Background: an optimization exercise with open tools, aiming at small area and a short achievable clock period. Do not read the settings as production practice.
The RTL was checked by simulation tests, not by an equivalence proof against the original design.
The flow treats the clock pin as an ideal source, which a real chip does not have.
No activity file was given, so power comes from the tool's default toggle rates.

==> flow/design.v (outline; a module is shown in full before it is edited, if it fits) <==
// module fa_m: 4 lines
// module ha_m: 4 lines
// module vedic_multiplier_32x32_pipelined: 4190 lines
module vedic_multiplier_32x32_pipelined(
    input clk,
    input [31:0] a, b,
    output reg [63:0] result_32x32
);
  // ...
==> flow/flow/run.sh <==
#!/bin/bash
# Own layout flow: the standard ORFS flow (standard.sh, unchanged synthesis)
# with two changes:
#  - the I/O port buffers are sky130_fd_sc_hd__buf_2 cells instead of the
#    delay-cell buffer that buffer_ports picks by default;
#  - after CTS, post_cts.tcl drops the clock tree's root buffer when it only
#    feeds the few first-level clock buffers (one stage less for every register).
# make's full output goes to standard_flow.log here; ORFS keeps each step's log
# under orfs/logs/.
set -euo pipefail
here=$(pwd)
bash standard.sh "BUFFER_PORTS_ARGS=-buffer_cell sky130_fd_sc_hd__buf_2" \
  "POST_CTS_TCL=$here/flow/post_cts.tcl" finish > standard_flow.log 2>&1
==> flow/flow/post_cts.tcl <==
set block [ord::get_db_block]
set clknet [[$block findBTerm clk] getNet]
set loads {}
foreach it [$clknet getITerms] { lappend loads $it }
if {[llength $loads] == 1} {
  set root [[lindex $loads 0] getInst]
  set master [[$root getMaster] getName]
  set out [$root findITerm X]
  if {[string match "sky130_fd_sc_hd__clkbuf_*" $master] && $out ne "NULL"} {
    set onet [$out getNet]
    set sinks {}
    foreach it [$onet getITerms] {
      if {[$it getInst] ne $root} { lappend sinks $it }
    }
    set ok [expr {[llength $sinks] <= 4 && [llength [$onet getBTerms]] == 0}]
    foreach it $sinks {
      if {![string match "sky130_fd_sc_hd__clkbuf_*" [[[$it getInst] getMaster] getName]]} { set ok 0 }
    }
    if {$ok} {
      puts "post_cts: removing root clock buffer [$root getName] ($master), port clk now feeds [llength $sinks] buffers"
      foreach it $sinks { $it disconnect; $it connect $clknet }
      [lindex $loads 0] disconnect
      odb::dbInst_destroy $root
      odb::dbNet_destroy $onet
    } else {
      puts "post_cts: root clock buffer kept"
    }
  }
}
==> flow/standard.sh <==
#!/bin/bash
# synth_recipe.tcl (not shown) runs the flow's synth.tcl, then flattens the netlist and writes it again
# the make line also repeats each setting of config.mk as NAME=value (left out here)
make -C /OpenROAD-flow-scripts/flow DESIGN_CONFIG=/design/flow/config.mk WORK_HOME=/design/flow/orfs CLKGATE_MAP_FILE= SYNTH_SCRIPT=/design/flow/synth_recipe.tcl "${@:-finish}"
==> flow/config.mk <==
export PLATFORM = sky130hd
export DESIGN_NAME = vedic_multiplier_32x32_pipelined
export DESIGN_NICKNAME = vedic_multiplier_32x32_pipelined
export VERILOG_FILES = /design/flow/design.v
export SDC_FILE = /design/flow/constraint.sdc
export NUM_CORES = 4
export LEC_CHECK = 0
export ABC_AREA = 1
export CAP_MARGIN = 50
export CORE_MARGIN = 2
export CORE_UTILIZATION = 55
export CTS_CLUSTER_DIAMETER = 120
export CTS_CLUSTER_SIZE = 26
export SLEW_MARGIN = 70
export SYNTH_HIERARCHICAL = 1
export SYNTH_MINIMUM_KEEP_SIZE = 0
==> flow/constraint.sdc <==
create_clock -name core_clock -period 11.5 [get_ports {clk}]
set_input_delay 2.3000 -clock core_clock [delete_from_list [all_inputs] [get_ports {clk}]]
set_output_delay 2.3000 -clock core_clock [all_outputs]
set_load 0.01 [all_outputs]
==> summary.md, run 1 <==
| Metric | Value |
|---|---|
| Status | no timing/DRC/antenna violations |
| Register Area | 0.0108 mm² |
| Post-synthesis sequential area ratio | 32.2% |
| Final setup margin | 8.26 ns |
| Met3 wire len | roughly 12000 µm |
| Area of the mapped netlist | 0.0332 mm² |
| Power density over cell area | just under 300 mW/mm² |
| Post-Place Cell Area | approximately 0.035 mm² |
| Cell taking the most area after synthesis | dfxtp_1 |
| Final setup fails | 0 |
| CP Class | reg -> out |
| Largest register by flop count | r2 |
| Clk tree area frac | 1.74% |
| Commonest non-fill, non-tap cell in the layout | xor2_1 |
| Xor/xnor share of the synthesized area | 15.0% |
| Placed cell count | 3703 |
| Logic pwr share | 60.0% |
| CP Buf/Inv Count | 1 |
| Sequential Power Share | a little under a third |
| Combinational power | 6.28 mW |
| Number of non-clock inverters | 134 |
| Met2 usage | between 40% and 50% |
| Max Clock Freq | 0.309 GHz |
| Grt ovf | 0 |
| First-pass GRT wire length | 148000 µm |
==> run 2: changes to the inputs <==
--- a/flow/config.mk
+++ b/flow/config.mk
@@ -7,10 +7,10 @@
 export LEC_CHECK = 0
 export ABC_AREA = 1
-export CAP_MARGIN = 50
+export CAP_MARGIN = 20
 export CORE_MARGIN = 2
 export CORE_UTILIZATION = 55
 export CTS_CLUSTER_DIAMETER = 120
 export CTS_CLUSTER_SIZE = 26
-export SLEW_MARGIN = 70
+export SLEW_MARGIN = 30
 export SYNTH_HIERARCHICAL = 1
 export SYNTH_MINIMUM_KEEP_SIZE = 0
==> summary.md, run 2 <==
| Metric | Value |
|---|---|
| ANT nets after route | 0 |
| Req. time, crit path | 9.20 ns |
| Commonest non-fill, non-tap cell in the layout | xor2_1 |
| First-pass GRT wire length | 148000 µm (about the same) |
| Met3 wire len | 12100 µm (+4.3%) |
| Max-slew violations | 0 |
| Number of synthesis warnings | 7 |
| Most frequent cell after synthesis | xor2_1 |
| Max layer used | met5 |
| Drt first-iter violations | 2599 |
| Post-synth EDFFs | 0 |
| CP startpoint kind | flip-flop |
| Crit share post-route | 28.1% |
| Initial DRT Pass Iterations | 6 |
| Hold slack | between 0.3 and 0.4 ns |
| Register Area | 0.0107 mm² (-0.44%) |
| Largest net degree at the start of global routing | 36 |
| FFs w/ async S/R, synth | 0% |
| Core area | 0.0600 mm² |
| Clock insertion delay at the later pin of the skew report | between 0.4 and 0.5 ns |
| P&R area growth vs syn | 5.00% |
| Fin util | between 50 and 60% |
| Initial antenna violation count | 4 |
| Post-Route M1 WL | 37500 µm |
| Max_cap viols | 0 |
| All-Layer GR Usage | 31.0% |
| Initial Util | 55.3% |
| Top FF cell, synth | dfxtp_1 |
| IO buf count | 128 |
| Largest register by flop count | r2 |
| CP Class | reg -> out |
| Critical-path top delay cell | dfxtp_1 |
| Multi-input gate area | between 0.02 and 0.025 mm² |
| CP Capture Type | output pin |
| Final setup fails | 0 (unchanged) |
| Arr. time, crit path | slightly above 0.9 ns |
| DP HPWL | just under 60000 µm |
| Post-synthesis sequential area ratio | 32.2% (unchanged) |
| Most frequent cells in the layout | xor2_1, dfxtp_1, o22ai_1, fa_1, ha_1 |
| Hold Crit Class | reg -> reg |
| Wire per inst | roughly 26 µm |
| Cell taking the most area after synthesis | dfxtp_1 |
| Vias in the first global route | 25022 |
| Die area | 0.0624 mm² |
| Syn nets | 3676 |
| Grt ovf | 0 (unchanged) |
| Largest register FFs | 224 |
| Die W | 250 µm |
| Final wirelength | 96100 µm |
| Vias post-DR | between 20000 and 25000 |
| CP Buf/Inv Count | 1 (unchanged) |
| Metal2 WL | 42500 µm |
| Clock sink count | 534 |
| Unrepaired setup endpoints after global routing | no |
| Global placer's final weighted congestion | 0.869 |
| Hold Violations, Final | 0 |
| Slew margin rel. | around a quarter |
| Top cells by count, synth | xor2_1, dfxtp_1, o22ai_1 |
| Max Clock Freq | 0.309 GHz (+0.11%) |
| Setup TNS | 0 ns |
| CP peak stage delay | 0.33 ns |
| Mapped Cells | 2999 |
| Slew @ Worst Pin | 1.12 ns |
| Share of the synthesized area in the top cell type | 32.2% |
| Max VDD drop | approximately 0.00024 V |
| Worst Clk Skew | 0.0509 ns |
| Power density over cell area | 299 mW/mm² (+2.9%) |
| Mean Syn Cell Area | between 10 and 15 µm² |
| Cell family with most CP delay | flip-flops |
| Top Registers | r2: 224 flops, r3: 101 flops |
| Fillers | 5062 |
| Clock-pin slew on the worst setup and hold paths | 0.10 ns |
| Leak pwr | 15.0 nW |
| Synth top area cells | dfxtp_1, fa_1, xor2_1, o22ai_1, ha_1 |
| Worst-path maximum fanout | 1 |
| Die height | 250 µm |
| Area of the mapped netlist | 0.0332 mm² (unchanged) |
| Min cycle time layout | 3.23 ns |
| Final #Nets | roughly 3600 |
| Unique masters post-synth | 33 |
| Rows | 90 |
| CP cell instances | buf_2 |
| Share of cells above drive strength 1 | 9.74% |
| Synth Register Bits | 534 |
| Drt drc | 0 |
| CTS tree | built |
| Status | no timing/DRC/antenna violations |
| Average vias per placed instance | 6.26 |
| I/O pin cnt | 129 |
-- run 2: cell counts after synthesis --
Identical to the previous run, type by type.
-- run 2: metrics by stage --
step	worst slack (ns)	cells	power, mW	instance area, µm²
after global routing	8.20	3709	11.5	34900
after detailed placement	8.36	3676	9.50	34200
after floorplan	8.72	2999	7.59	33200
after global placement	7.99	3676	9.29	34200
final	8.27	3710	10.4	34900
-- run 2: final cells by class --
class,instances,share of cell area (%)
Inverter,134,1.44
Sequential cell,534,30.8
Clock buffer,26,1.77
Multi-Input combinational cell,2039,59.8
Antenna cell,1,0.00717
Tap cell,782,2.81
Timing Repair Buffer,188,3.19
Clock inverter,6,0.169
-- run 2: worst paths after layout --
path	startpoint	endpoint	slack, ns	cells after the start
setup / recovery	result_32x32[6]	result_32x32[6]	8.27	1
hold / removal	p3[13]	result_32x32[13]	0.32	0
setup reg to reg	a_r[22]	r2[128]	8.27	5
hold reg to reg	p3[13]	result_32x32[13]	0.32	0
-- run 2: modules after synthesis, one instance, submodules excluded --
| module | cells | copies in the design |
|---|---|---|
| vedic_multiplier_32x32_pipelined | 2424 | 1 |
| fa_m | 1 | 468 |
| ha_m | 1 | 107 |
-- run 2: report_power, final --
part | internal (mW) | switching [mW] | total (mW)
combinational | 2.63 | 3.52 | 6.15
sequential | 2.86 | 0.412 | 3.27
clock | 0.393 | 0.596 | 0.988
-- run 2: cells by family after synthesis --
logic type                 after synthesis  synth area share (%)
adders and majority gates              612                  33.6
xor gates and xnor gates               569                  15.0
AOI/OAI and AO/OA                      553                  10.4
DFF                                    534                  32.2
buffers and inverters                  426                  5.02
and+or+nand+nor                        305                  3.81
-- run 2: routing by layer --
metal  track usage [%]  up-vias
li1                  -     9704
met1              41.0    11526
met2              47.4     1623
met3              9.92      358
met4              12.6        8
met5                 0        -
==> run 3: changes to the inputs <==
--- a/flow/config.mk
+++ b/flow/config.mk
@@ -7,10 +7,11 @@
 export LEC_CHECK = 0
 export ABC_AREA = 1
-export CAP_MARGIN = 20
+export CAP_MARGIN = 30
 export CORE_MARGIN = 2
 export CORE_UTILIZATION = 55
 export CTS_CLUSTER_DIAMETER = 120
 export CTS_CLUSTER_SIZE = 26
-export SLEW_MARGIN = 30
+export GPL_TIMING_DRIVEN = 0
+export SLEW_MARGIN = 50
 export SYNTH_HIERARCHICAL = 1
 export SYNTH_MINIMUM_KEEP_SIZE = 0
==> summary.md, run 3 <==
| Metric | Value |
|---|---|
| Status | no timing/DRC/antenna violations |
| Final wirelength | 116000 µm (+21%) |
| Cell family with most CP delay | adder cells |
| Register Area | 0.0107 mm² (-0.52%) |
| Drt first-iter violations | 2737 (+5.3%) |
| Initial Util | 55.3% (unchanged) |
| Share of the synthesized area in the top cell type | 32.2% (unchanged) |
| Top Registers | r2: 224 flops, r3: 101 flops |
| Die W | 250 µm (unchanged) |
| Largest net degree at the start of global routing | 27 (-25%) |
| Slew margin rel. | 45.1% (+20 points) |
| Top cells by count, synth | xor2_1, dfxtp_1, o22ai_1 |
| CP cell instances | clkbuf_1 -> clkbuf_1 -> o22ai_1 -> xor2_1 -> fa_1 -> fa_1 -> fa_1 |
| Global placer's final weighted congestion | 1.03 (+18%) |
| Worst Clk Skew | 0.0404 ns (-0.0106 ns) |
| Worst Hold Launch | p3[11] |
| Multi-input gate area | 0.0209 mm² (unchanged) |
| Final #Nets | 3829 (+6.4%) |
| Top FF cell, synth | dfxtp_1 |
| CP peak stage delay | 0.65 ns (+0.32 ns) |
| Crit Reg-Reg Startpoint | a_r[8] |
| Final setup margin | 7.82 ns (-0.450 ns) |
| Critical-path top delay cell | clkbuf_1 |
| Slew @ Worst Pin | 0.823 ns (-0.301 ns) |
| Die height | 250 µm (unchanged) |
| Largest register FFs | 224 (unchanged) |
| I/O pin cnt | 129 (unchanged) |
| Vias post-DR | 24315 (+4.7%) |
| Synth top area cells | dfxtp_1, fa_1, xor2_1, o22ai_1, ha_1 |
| First-pass GRT wire length | 169000 µm (+14%) |
| Post-synthesis sequential area ratio | 32.2% (unchanged) |
| Clock insertion delay at the later pin of the skew report | 0.47 ns (-0.02 ns) |
| Largest register by flop count | r2 |
| Max VDD drop | 0.000320 V (+36%) |
| Drt drc | 0 (unchanged) |
| Synth Register Bits | 534 (unchanged) |
| Most used cell along the critical path | fa_1 |
| Setup TNS | 0 ns (unchanged) |
| Mean Syn Cell Area | 11.1 µm² (unchanged) |
| Post-synth EDFFs | 0 (unchanged) |
| Hold Crit Class | reg -> reg |
| Cell taking the most area after synthesis | dfxtp_1 |
| Mapped Cells | 2999 (unchanged) |
| Leak pwr | 15.4 nW (+2.8%) |
| Max_cap viols | 0 (unchanged) |
| Layout Cells excl Fill | 3935 (+6.1%) |
| Arr. time, crit path | 4.00 ns (+3.07 ns) |
| Die area | 0.0624 mm² (unchanged) |
| Clock sink count | 534 (unchanged) |
| CP Buf/Inv Count | 2 (+1) |
| Initial antenna violation count | 3 (-1) |
| Unrepaired setup endpoints after global routing | no |
| Wire per inst | 29.5 µm (+14%) |
| Area of the mapped netlist | 0.0332 mm² (unchanged) |
| P&R area growth vs syn | 7.05% |
| Rows | 90 (unchanged) |
| Placed cell count | 3909 (+6.3%) |
| CP startpoint | a_r[8] |
| Initial DRT Pass Iterations | 6 (unchanged) |
| Worst slack at placement | 8.00 ns (-0.360 ns) |
| Fillers | 4914 (-2.9%) |
| Vias in the first global route | 25394 (+1.5%) |
| Unique masters post-synth | 33 (unchanged) |
| Number of synthesis warnings | 7 (unchanged) |
| Clock-pin slew on the worst setup and hold paths | 0.10 ns (about the same) |
| All-Layer GR Usage | 37.2% (+6.1 points) |
| Grt ovf | 0 (unchanged) |
| CTS tree | built |
| IO buf count | 128 (unchanged) |
| Commonest non-fill, non-tap cell in the layout | xor2_1 |
| CP startpoint kind | flip-flop |
| Hold Violations, Final | 0 (unchanged) |
| Core area | 0.0600 mm² (unchanged) |
| FFs w/ async S/R, synth | 0% (unchanged) |
| Crit share post-route | 32.0% (+3.9 points) |
| CP Class | reg -> reg |
| Power Total | 10.8 mW (+3.3%) |
| Fin util | 59.2% (+1.1 points) |
| Most frequent cells in the layout | xor2_1, dfxtp_1, o22ai_1, fa_1, buf_2 |
| DP HPWL | 92300 µm (+56%) |
| Final setup fails | 0 (unchanged) |
| Worst-path maximum fanout | 10 (+9) |
| CP Capture Type | flip-flop |
| ANT nets after route | 0 (unchanged) |
| Max-slew violations | 0 (unchanged) |
| Syn nets | 3676 (unchanged) |
| Max Clock Freq | 0.271 GHz (-12%) |
| Power density over cell area | 302 mW/mm² (+1.3%) |
| Average vias per placed instance | 6.18 (-1.3%) |
| Min cycle time layout | 3.68 ns (+0.450 ns) |
| Req. time, crit path | 11.82 ns (+2.62 ns) |
| Share of cells above drive strength 1 | 10.2% (+0.45 points) |
| Most frequent cell after synthesis | xor2_1 |
## run 3: cell count changes in the layout (fill, tap and decap cells not counted), moves of 2 or more
| cell | previous run | this run |
|---|---|---|
| clkbuf_1 | 1 | 145 |
| clkbuf_2 | 0 | 89 |
| buf_4 | 59 | 0 |
| buf_2 | 128 | 177 |
| dfxtp_1 | 497 | 534 |
| dfxtp_2 | 33 | 0 |
| buf_1 | 0 | 8 |
| dfxtp_4 | 4 | 0 |
| clkinv_4 | 2 | 0 |
| inv_6 | 2 | 0 |
## run 3: logic make-up (layout without fill, tap and decap cells)
family          Yosys count  in the layout  synth area share (%)
simple gates            305            305                  3.81
xor+xnor                569            569                  15.0
buf+inv                 426            579                  5.02
other cells               0              1                     0
fa+ha+maj               612            612                  33.6
flops                   534            534                  32.2
compound gates          553            553                  10.4
## run 3: worst reg2reg max path, cell delays in order, from the launching register on
cell and delay [ns]:
dfxtp_1 0.32, clkbuf_1 0.42, clkbuf_1 0.65, o22ai_1 0.23
xor2_1 0.37, fa_1 0.53, fa_1 0.60, fa_1 0.44
## run 3: area by class of cell
cell class	count	share of cell area [%]
plain buffers	292	3.59
multi-input cells	2039	58.7
repair buffers	128	1.80
clock inverters	2	0.0915
flip-flops and latches	534	30.1
clock buffers	23	1.62
well taps	782	2.75
inverters	134	1.41
diodes	1	0.00704
## run 3: final timing paths
| check | end | depth (start not counted) | slack, ns |
|---|---|---|---|
| worst min register to register | result_32x32[11] | 0 | 0.31 |
| worst max register to register | r2[70] | 7 | 7.82 |
| worst max-delay path | r2[70] | 7 | 7.82 |
| worst min-delay path | result_32x32[11] | 0 | 0.31 |
## run 3: per-stage QoR
stage,cell area [µm²],hold slack [ns]
6_report,35600,0.310
5_1_grt,35600,0.321
2_1_floorplan,33200,0.310
3_5_place_dp,34900,0.312
3_3_place_gp,34800,0.310
## run 3: modules after synthesis (local to each module, per instance)
module                            cell area, µm²  flops+latches
fa_m                                        20.0              0
vedic_multiplier_32x32_pipelined           22500            534
ha_m                                        12.5              0
## run 3: power by group
group,switching [mW],internal (mW)
Clock,0.544,0.364
Combinational,3.91,2.76
Sequential,0.319,2.86
## run 3: per-layer routing
| metal | share of wire [%] | up-vias | GRT usage, % |
|---|---|---|---|
| met5 | 0.036 | - | 0 |
| met1 | 42 | 12258 | 52.6 |
| li1 | - | 10186 | - |
| met4 | 4.2 | 6 | 12.7 |
| met2 | 44 | 1528 | 56.2 |
| met3 | 11 | 337 | 8.88 |
==> run 4: changes to the inputs <==
--- a/flow/config.mk
+++ b/flow/config.mk
@@ -12,5 +12,4 @@
 export CTS_CLUSTER_DIAMETER = 120
 export CTS_CLUSTER_SIZE = 26
-export GPL_TIMING_DRIVEN = 0
 export SLEW_MARGIN = 50
 export SYNTH_HIERARCHICAL = 1
==> summary.md, run 4 <==
| Metric | Value |
|---|---|
| Status | no timing/DRC/antenna violations |
| Unrepaired setup endpoints after global routing | no |
| IO buf count | 128 (unchanged) |
| Initial DRT Pass Iterations | 8 (+2) |
| Synth Register Bits | 534 (unchanged) |
| Die W | 250 µm (unchanged) |
| P&R area growth vs syn | 4.94% |
| Min cycle time layout | 3.22 ns (-0.467 ns) |
| Mean Syn Cell Area | 11.1 µm² (unchanged) |
| Rows | 90 (unchanged) |
| CTS tree | built |
| Max VDD drop | 0.000236 V (-26%) |
| Cell taking the most area after synthesis | dfxtp_1 |
| Hold slack | 0.324 ns (+0.0138 ns) |
| Hold Crit Class | reg -> reg |
| Initial antenna violation count | 6 (+3) |
| Leak pwr | 15.0 nW (-2.9%) |
| I/O pin cnt | 129 (unchanged) |
| Slew margin rel. | 47.8% (+2.7 points) |
| FFs w/ async S/R, synth | 0% (unchanged) |
| Most frequent cell after synthesis | xor2_1 |
| Share of cells above drive strength 1 | 9.54% (-0.65 points) |
| Placed cell count | 3676 (-6.0%) |
| Arr. time, crit path | 0.92 ns (-3.08 ns) |
| Largest register FFs | 224 (unchanged) |
| FF-to-FF setup slack | 8.38 ns (+0.56 ns) |
| CP cell instances | buf_2 |
| Crit share post-route | 28.0% (-4.1 points) |
| Most frequent cells in the layout | xor2_1, dfxtp_1, o22ai_1, fa_1, ha_1 |
| Post-synth EDFFs | 0 (unchanged) |
| Unique masters post-synth | 33 (unchanged) |
| Largest net degree at the start of global routing | 36 (+33%) |
| Area of the mapped netlist | 0.0332 mm² (unchanged) |
| WHS Path Cells | 0 (unchanged) |
| ANT nets after route | 0 (unchanged) |
| CP peak stage delay | 0.34 ns (-0.31 ns) |
| Global placer's final weighted congestion | 0.869 (-15%) |
| Req. time, crit path | 9.20 ns (-2.62 ns) |
| Worst-path maximum fanout | 1 (-9) |
| Reg2reg end | r2[128] |
| Drt first-iter violations | 2635 (-3.7%) |
| Drt drc | 0 (unchanged) |
| Worst hold path endpoint | p3[11] |
| Largest register by flop count | r2 |
| All-Layer GR Usage | 31.0% (-6.1 points) |
| Synth top area cells | dfxtp_1, fa_1, xor2_1, o22ai_1, ha_1 |
| Max_cap viols | 0 (unchanged) |
| Grt ovf | 0 (unchanged) |
| Final wirelength | 96600 µm (-17%) |
| Crit Reg-Reg Startpoint | neg1 |
| Initial Util | 55.3% (unchanged) |
| Hold Violations, Final | 0 (unchanged) |
| Fillers | 5009 (+1.9%) |
| Commonest non-fill, non-tap cell in the layout | xor2_1 |
| Slew @ Worst Pin | 0.783 ns (-0.0404 ns) |
| Top cells by count, synth | xor2_1, dfxtp_1, o22ai_1 |
| Syn nets | 3676 (unchanged) |
| Clock-pin slew on the worst setup and hold paths | 0.10 ns (about the same) |
| Max-slew violations | 0 (unchanged) |
| Die height | 250 µm (unchanged) |
| CP Buf/Inv Count | 1 (-1) |
| CP startpoint | result_32x32[63] |
| Average vias per placed instance | 6.27 (+1.5%) |
| Reg2Reg Depth | 8 (+1) |
| Die area | 0.0624 mm² (unchanged) |
| CP startpoint kind | flip-flop |
| Mapped Cells | 2999 (unchanged) |
| Share of the synthesized area in the top cell type | 32.2% (unchanged) |
| Post-synthesis sequential area ratio | 32.2% (unchanged) |
| DP HPWL | 59300 µm (-36%) |
| Final #Nets | 3596 (-6.1%) |
| Clock sink count | 534 (unchanged) |
| Core area | 0.0600 mm² (unchanged) |
| Top FF cell, synth | dfxtp_1 |
| CP Capture Type | output pin |
| Worst Hold Launch | r3[11] |
| Critical-path top delay cell | dfxtp_1 |
| Clock insertion delay at the later pin of the skew report | 0.46 ns (about the same) |
| Top Registers | r2: 224 flops, r3: 101 flops |
| Vias post-DR | 23265 (-4.3%) |
| First-pass GRT wire length | 148000 µm (-12%) |
| Wire per inst | 26.0 µm (-12%) |
| Fin util | 58.1% (-1.2 points) |
| Setup TNS | 0 ns (unchanged) |
| CP Class | reg -> out |
| Final setup fails | 0 (unchanged) |
| Worst Clk Skew | 0.0259 ns (-0.0145 ns) |
| Layout Cells excl Fill | 3709 (-5.7%) |
| Vias in the first global route | 24999 (-1.6%) |
| Power density over cell area | 297 mW/mm² (-1.8%) |
| Cell family with most CP delay | flip-flops |
| Number of synthesis warnings | 7 (unchanged) |
| Max Clock Freq | 0.311 GHz (+15%) |
-- run 4: cells by family (layout without fill, tap and decap cells) --
logic type               count (synthesis)  count (layout)  synth area share [%]
other                                    0               1                     0
XOR/XNOR                               569             569                  15.0
adder cells (fa/ha/maj)                612             612                  33.6
flip-flops                             534             534                  32.2
AND/OR/NAND/NOR                        305             305                  3.81
buffers and inverters                  426             353                  5.02
AO/OA/AOI/OAI                          553             553                  10.4
-- run 4: how the worst max path moves through the flow --
stage,endpoint,depth (start not counted)
finish,result_32x32[63],1
global route,result_32x32[63],1
detailed placement,r2[128],8
global placement,r2[4],6
floorplan,r2[4],8
-- run 4: Yosys stat by module, one instance, submodules excluded --
module,flip-flops and latches,cell area [µm²]
vedic_multiplier_32x32_pipelined,534,22500
ha_m,0,12.5
fa_m,0,20.0
-- run 4: area by class of cell --
cell class	count	area [µm²]	area share [%]
Multi-Input combinational cell	2039	20900	59.8
Sequential cell	534	10800	31.0
Antenna cell	1	2.50	0.00718
Clock inverter	3	33.8	0.0969
Tap cell	782	978	2.81
Inverter	134	503	1.44
Timing Repair Buffer	187	1090	3.13
Clock buffer	29	598	1.72
-- run 4: power breakdown --
| group | switching [mW] | internal (mW) |
|---|---|---|
| combinational | 3.50 | 2.63 |
| sequential | 0.416 | 2.86 |
| clock | 0.574 | 0.373 |
-- run 4: per-stage QoR --
stage	total power [mW]	setup slack [ns]	area, µm²
after global routing	11.5	8.23	34900
final	10.4	8.28	34900
after global placement	9.29	7.99	34200
after detailed placement	9.48	8.46	34200
after floorplan	7.59	8.72	33200
-- run 4: layer usage --
metal  vias to the layer above  part of all wire [%]  global-route usage, %
met2                      1606                    44                   47.6
met5                         -                 0.041                      0
met3                       376                    12                   8.83
li1                       9710                     -                      -
met4                         6                   4.6                   12.8
met1                     11567                    40                   41.5
==> run 5: changes to the inputs <==
--- a/flow/config.mk
+++ b/flow/config.mk
@@ -12,4 +12,5 @@
 export CTS_CLUSTER_DIAMETER = 120
 export CTS_CLUSTER_SIZE = 26
+export PLACE_DENSITY = 0.75
 export SLEW_MARGIN = 50
 export SYNTH_HIERARCHICAL = 1
==> summary.md, run 5 <==
| Metric | Value |
|---|---|
| Status | no timing/DRC/antenna violations |
| Core area | 0.0600 mm² (unchanged) |
| Most frequent cell after synthesis | xor2_1 |
| Syn nets | 3676 (unchanged) |
| Design area | 0.0349 mm² (about the same) |
| First-pass GRT wire length | 142000 µm (-4.0%) |
| Setup TNS | 0 ns (unchanged) |
| Initial antenna violation count | 8 (+2) |
| Largest register by flop count | r2 |
| P_int | 5.91 mW (+0.95%) |
| Max VDD drop | 0.000221 V (-6.2%) |
| Final setup margin | 8.07 ns (-0.210 ns) |
| Die W | 250 µm (unchanged) |
| Worst Clk Skew | 0.0255 ns (-0.000408 ns) |
| P&R area growth vs syn | 4.99% (about the same) |
| Grt ovf | 0 (unchanged) |
| Reg2Reg Depth | 6 (-2) |
| Share of the synthesized area in the top cell type | 32.2% (unchanged) |
| Final setup fails | 0 (unchanged) |
| Max-slew violations | 0 (unchanged) |
| Power density over cell area | 302 mW/mm² (+1.6%) |
| Sequential Power Share | 31.1% (-0.6 points) |
| Register Area | 0.0108 mm² (about the same) |
| Most frequent cells in the layout | xor2_1, dfxtp_1, o22ai_1, fa_1, ha_1 |
| Hold Crit Class | reg -> reg |
| FF-to-FF setup slack | 8.07 ns (-0.31 ns) |
| Clock network power share | 9.1% (about the same) |
| Max Clock Freq | 0.292 GHz (-6.1%) |
| Mean Syn Cell Area | 11.1 µm² (unchanged) |
| Initial DRT Pass Iterations | 9 (+1) |
| Share of cells above drive strength 1 | 9.30% (-0.24 points) |
| Average vias per placed instance | 6.47 (+3.1%) |
| Final wirelength | 91400 µm (-5.3%) |
| Logic pwr share | 59.7% (+0.5 points) |
| Worst Hold Launch | p3[0] |
| Net Switching | 4.60 mW (+2.5%) |
| Arr. time, crit path | 3.77 ns (+2.85 ns) |
| Switch share | 43.8% (+0.37 points) |
| Post-Place Cell Area | 0.0342 mm² (about the same) |
| Multi-input gate area | 0.0209 mm² (unchanged) |
| Hold Violations, Final | 0 (unchanged) |
| Crit share post-route | 29.8% (+1.8 points) |
| Min cycle time layout | 3.43 ns (+0.210 ns) |
| Most used cell along the critical path | fa_1 |
| WHS Path Cells | 0 (unchanged) |
| CP startpoint kind | flip-flop |
| Slew margin rel. | 49.0% (+1.2 points) |
| Die area | 0.0624 mm² (unchanged) |
| Vias post-DR | 24026 (+3.3%) |
| Reg2reg end | r2[100] |
| Fillers | 4764 (-4.9%) |
| DP HPWL | 58000 µm (-2.2%) |
| Crit Reg-Reg Startpoint | one8 |
| Mapped Cells | 2999 (unchanged) |
| Hold slack | 0.327 ns (+0.00291 ns) |
| CP Buf/Inv Count | 1 (unchanged) |
| CP peak stage delay | 0.81 ns (+0.47 ns) |
| I/O pin cnt | 129 (unchanged) |
| Worst hold path endpoint | result_32x32[0] |
| Post-synthesis sequential area ratio | 32.2% (unchanged) |
| Global placer's final weighted congestion | 0.912 (+4.9%) |
| Leak pwr | 15.0 nW (about the same) |
| Fin util | 58.1% (about the same) |
| Largest net degree at the start of global routing | 36 (unchanged) |
| Max_cap viols | 0 (unchanged) |
| Synth top area cells | dfxtp_1, fa_1, xor2_1, o22ai_1, ha_1 |
| Final #Nets | 3594 (-0.056%) |
| Unique masters post-synth | 33 (unchanged) |
| Req. time, crit path | 11.84 ns (+2.64 ns) |
| Die height | 250 µm (unchanged) |
| Drt first-iter violations | 3489 (+32%) |
| Cell taking the most area after synthesis | dfxtp_1 |
| IO buf count | 128 (unchanged) |
| CTS tree | built |
| CP cell instances | buf_4 -> o22ai_1 -> xor2_1 -> fa_1 -> fa_1 -> fa_1 |
| Top Registers | r2: 224 flops, r3: 101 flops |
| Vias in the first global route | 25429 (+1.7%) |
| Rows | 90 (unchanged) |
| Worst slack at placement | 8.29 ns (-0.168 ns) |
| Post-synth EDFFs | 0 (unchanged) |
| Drt drc | 0 (unchanged) |
| Clock sink count | 534 (unchanged) |
| Clock-pin slew on the worst setup and hold paths | 0.11 ns (about the same) |
| FFs w/ async S/R, synth | 0% (unchanged) |
| Commonest non-fill, non-tap cell in the layout | xor2_1 |
| Critical-path top delay cell | dfxtp_1 |
| Top cells by count, synth | xor2_1, dfxtp_1, o22ai_1 |
| Number of synthesis warnings | 7 (unchanged) |
| Clock insertion delay at the later pin of the skew report | 0.47 ns (about the same) |
| Area of the mapped netlist | 0.0332 mm² (unchanged) |
| All-Layer GR Usage | 29.1% (-1.9 points) |
| Worst-path maximum fanout | 18 (+17) |
| Synth Register Bits | 534 (unchanged) |
| ANT nets after route | 0 (unchanged) |
| Wire per inst | 24.6 µm (-5.5%) |
| Top FF cell, synth | dfxtp_1 |
| Unrepaired setup endpoints after global routing | no |
| Cell family with most CP delay | adder cells |
| CP Class | reg -> reg |
| Slew @ Worst Pin | 0.764 ns (-0.0185 ns) |
| CP Capture Type | flip-flop |
| Largest register FFs | 224 (unchanged) |
| Initial Util | 55.3% (unchanged) |
-- run 5: cell counts after synthesis --
Identical to the previous run, type by type.
-- run 5: power by group through the flow --
| stage | Sequential [mW] | Clock (mW) | Combinational (mW) |
|---|---|---|---|
| 5_1_grt | 3.35 | 1.05 | 7.11 |
| 3_3_place_gp | 3.29 | 0 | 5.90 |
| 6_report | 3.28 | 0.961 | 6.28 |
| 3_5_place_dp | 3.32 | 0 | 6.21 |
| 2_1_floorplan | 3.19 | 0 | 4.40 |
-- run 5: kinds of logic (layout without fill, tap and decap cells) --
kind of cell | count (synthesis) | after routing | share of synthesized area (%)
xor gates and xnor gates | 569 | 569 | 15.0
and+or+nand+nor | 305 | 305 | 3.81
other | 0 | 7 | 0
buffers and inverters | 426 | 352 | 5.02
DFF | 534 | 534 | 32.2
adders and majority gates | 612 | 612 | 33.6
AOI/OAI and AO/OA | 553 | 553 | 10.4
-- run 5: how the worst max path moves through the flow --
stage / from / endpoint / depth (start not counted)
3_5_place_dp: one8 / r2[100] / 6
2_1_floorplan: a_r[1] / r2[4] / 8
3_3_place_gp: two0 / r2[4] / 6
5_1_grt: one8 / r2[100] / 6
6_report: one8 / r2[100] / 6
-- run 5: worst register-to-register path, cell delays in order (launching register included) --
cell	delay [ns]
dfxtp_1	0.81
buf_4	0.48
o22ai_1	0.16
xor2_1	0.20
fa_1	0.52
fa_1	0.68
fa_1	0.47
-- run 5: per-layer routing --
metal	wire length, µm	global-route usage, %	share of wire [%]	vias up
li1	-	-	-	9721
met1	33100	37.3	36	11558
met2	39400	44.2	43	2119
met3	13400	10.6	15	616
met4	5410	13.6	5.9	12
met5	172	0	0.19	-
-- run 5: through the flow --
step           power, mW  instances
6_report            10.5       3714
5_1_grt             11.5       3708
3_5_place_dp        9.53       3673
3_3_place_gp        9.19       3673
2_1_floorplan       7.59       2999
-- run 5: modules after synthesis, one instance, submodules excluded --
module | area, µm² | copies in the design
fa_m | 20.0 | 468
ha_m | 12.5 | 107
vedic_multiplier_32x32_pipelined | 22500 | 1
-- run 5: area by class of cell --
| type | count | area share (%) |
|---|---|---|
| clock buffer | 32 | 1.81 |
| multi-input combinational | 2039 | 59.8 |
| timing repair buffer | 185 | 3.10 |
| tap | 782 | 2.81 |
| sequential | 534 | 30.9 |
| antenna | 7 | 0.0502 |
| inverter | 134 | 1.44 |
| clock inverter | 1 | 0.0466 |

## afterwards: timing with drivers on the ports
The results above use ideal ports. As a check the final layouts listed here were re-extracted and re-timed, cells and wires unchanged.
Step 1, drivers: a clkbuf_16 drives clk and a buf_2 each remaining input, both assumed.
Step 2 times the ports against the registers' clock, not the clock port: input delays grow and output delays shrink by t, the midpoint of the rising clock arrivals with the driver on.
Slacks: no drivers / after step 1 / after step 2; pairs: no drivers / after step 1.
run | shift t [ns] | setup slack, ns | worst hold slack (ns) | clock arrival spread, ns | cell pins on the clock port's net
run 1 | 0.557 | 8.262 / 8.174 / 8.549 | 0.324 / 0.324 / 0.324 | 0.049 / 0.048 | 2
run 2 | 0.555 | 8.265 / 8.178 / 8.274 | 0.320 / 0.320 / 0.320 | 0.052 / 0.052 | 2
run 3 | 0.532 | 7.816 / 7.816 / 7.816 | 0.310 / 0.310 / 0.310 | 0.040 / 0.041 | 2
run 4 | 0.530 | 8.283 / 8.200 / 8.382 | 0.324 / 0.324 / 0.324 | 0.026 / 0.026 | 2
run 5 | 0.532 | 8.073 / 8.073 / 8.073 | 0.327 / 0.327 / 0.327 | 0.027 / 0.027 | 2
After both steps setup and hold are still met in every run listed.
